What follows belongs to an exercise in optimizing a design on an open flow for small area; a production flow would make more cautious choices. Only simulation tests tie the RTL to the original design; equivalence was not proved. The clock port is modelled as an ideal driver; clocking choices that lean on that would not hold on a real chip.

the reference run:
// slv_reg
module slv_reg(
        input [31:0] reg0,   
        input [31:0] reg1,
        input [31:0] reg2,
        input [31:0] reg3,
        input [31:0] reg4,
        input [31:0] reg5,
        input [31:0] reg6,
        input [31:0] reg7,
        input [31:0] reg8,
        input [31:0] reg9,
        input [31:0] reg10,
        input sysclk,
        output tcclk_out,
        output sout
    );
For scale: about 320 cells after synthesis, ~84 flip-flops, roughly 360 I/O pins, about 3900 um2 of cells after synthesis.
export LEC_CHECK = 0
export CAP_MARGIN = 20
export CORE_MARGIN = 2
export CORE_UTILIZATION = 30
export SLEW_MARGIN = 20
create_clock -name core_clock -period 10.0 [get_ports {sysclk}]
standard.sh (not shown) runs the stock make flow with config.mk's settings and CLKGATE_MAP_FILE= SYNTH_SCRIPT=/design/flow/synth_recipe.tcl, a recipe that flattens the netlist after the stock synthesis.
==> flow/flow/run.sh <==
#!/bin/bash
# The standard ORFS layout (standard.sh) with these changes:
#  * synthesis maps logic with an area-oriented abc script (flow/synth.tcl);
#  * the port buffers use the smallest buffer cell, buf_1;
#  * no adder extraction in synthesis (ADDER_MAP_FILE empty).
# The full output of the flow goes to flow.log in the work folder.
set -euo pipefail
export FLOW_WORK=$PWD
export FLOW_ABC_SCRIPT=$PWD/flow/area.abc
export BUFFER_PORTS_ARGS="-buffer_cell sky130_fd_sc_hd__buf_1"
export POST_CTS_TCL=$PWD/flow/post_cts.tcl
export CTS_ARGS="-sink_clustering_enable -repair_clock_nets -dont_use_dummy_load -buf_list {sky130_fd_sc_hd__clkbuf_4}"
bash standard.sh SYNTH_SCRIPT=$PWD/flow/synth.tcl ADDER_MAP_FILE= finish > flow.log 2>&1
==> flow/flow/area.abc <==
&get -n
&st
&nf -R 1000
&put
==> flow/flow/post_cts.tcl <==
set clk [lindex [all_clocks] 0]
set was_prop [get_property $clk is_propagated]
set_propagated_clock [all_clocks]
estimate_parasitics -placement
set n 0
foreach inst [get_cells *] {
  if { [get_property $inst ref_name] != "sky130_fd_sc_hd__clkbuf_4" } { continue }
  set net [get_nets -of_objects [get_pins -of_objects $inst -filter "direction==output"]]
  set worst 0
  foreach p [get_pins -of_objects $net -filter "direction==input"] {
    foreach prop {slew_max_rise slew_max_fall} {
      set v [get_property $p $prop]
      if { $v > $worst } { set worst $v }
    }
  }
  puts "post_cts: [get_full_name $inst] sink slew [format %.4f $worst]"
  if { $worst > 0.122 } {
    replace_cell $inst sky130_fd_sc_hd__clkbuf_8
    incr n
  }
}
puts "post_cts: upsized $n clock buffers to clkbuf_8"
if { !$was_prop } { unset_propagated_clock [all_clocks] }
detailed_placement
check_placement
estimate_parasitics -placement
==> flow/flow/synth.tcl <==
# The standard flow's synthesis (synth_recipe.tcl, unchanged) with one difference: abc maps
# the logic with flow/area.abc (structural hashing and area-oriented &nf
# mapping) instead of ORFS's delay-oriented script. Registers are mapped by
# dfflibmap before abc, exactly as in the standard synthesis.
proc abc {args} {
  set i [lsearch $args -script]
  if { $i >= 0 } {
    set args [lreplace $args [expr {$i + 1}] [expr {$i + 1}] $::env(FLOW_ABC_SCRIPT)]
  }
  yosys abc {*}$args
}
source $::env(FLOW_WORK)/synth_recipe.tcl
Relative to the reference run, the following input files were edited for the trial run:
# the reference run
export LEC_CHECK = 0
export CAP_MARGIN = 20
export CORE_MARGIN = 2
export CORE_UTILIZATION = 30
export SLEW_MARGIN = 20
create_clock -name core_clock -period 10.0 [get_ports {sysclk}]
# the trial run
export LEC_CHECK = 0
export CAP_MARGIN = 0
export CORE_MARGIN = 2
export CORE_UTILIZATION = 30
export SLEW_MARGIN = 0
create_clock -name core_clock -period 10.0 [get_ports {sysclk}]
-- flow/flow/run.sh --
<<< the reference run, line 5
>>> the trial run, line 5
#  * CTS uses small clock buffers and no dummy loads;
<<< the reference run, line 11
export POST_CTS_TCL=$PWD/flow/post_cts.tcl
export CTS_ARGS="-sink_clustering_enable -repair_clock_nets -dont_use_dummy_load -buf_list {sky130_fd_sc_hd__clkbuf_4}"
>>> the trial run, line 12
export CTS_ARGS="-sink_clustering_enable -repair_clock_nets -dont_use_dummy_load -buf_list {sky130_fd_sc_hd__clkbuf_2 sky130_fd_sc_hd__clkbuf_4 sky130_fd_sc_hd__clkbuf_8}"
removed: flow/flow/post_cts.tcl
[summary]
- The trial run ends up with a growth of design area from synthesis to finish that is 0.91 points higher than in the reference run.
- Register-to-register slack: the trial run worse than the reference run
- The reference run reports its highest-delay cell along the critical path as nor3_2 while the trial run reports clkinv_1.
- Going from the reference run to the trial run, clock latency reported for the late side of the worst-skew pair decreased by 0.09 ns relative to the old numbers; total number of cells along the worst setup path decreased by 1 relative to the old numbers.

separate check: timing with driven ports:
No port has a modelled driver above. Below, the same layouts with a new extraction and two added sets of constraints. Step 1 (the two cells are an assumption about what drives the block):
set clk [get_ports {sysclk}]
set_driving_cell -lib_cell sky130_fd_sc_hd__clkbuf_16 $clk
set_driving_cell -lib_cell sky130_fd_sc_hd__buf_2 [delete_from_list [all_inputs] $clk]
Step 2 also shifts input and output timing later by t, the mid clock arrival at the registers, as if the neighbouring blocks saw the same clock. a / b / c = ideal ports / drivers / drivers and shift; a / b = the first two.
run	t, ns	setup slack, ns	worst setup path after step 2	worst register clock-pin slew, ns	worst slew at a driven data input, ns
the reference run	0.449	5.052 / 5.061 / 4.612	input to register	0.12 / 0.12	0.12
the trial run	0.370	4.565 / 4.576 / 4.206	input to register	0.08 / 0.08	0.12
After both steps every run listed still meets setup and hold. For the reference run, which loses most, drivers alone change the setup slack by +0.009 ns; drivers and shift together by -0.440 ns.
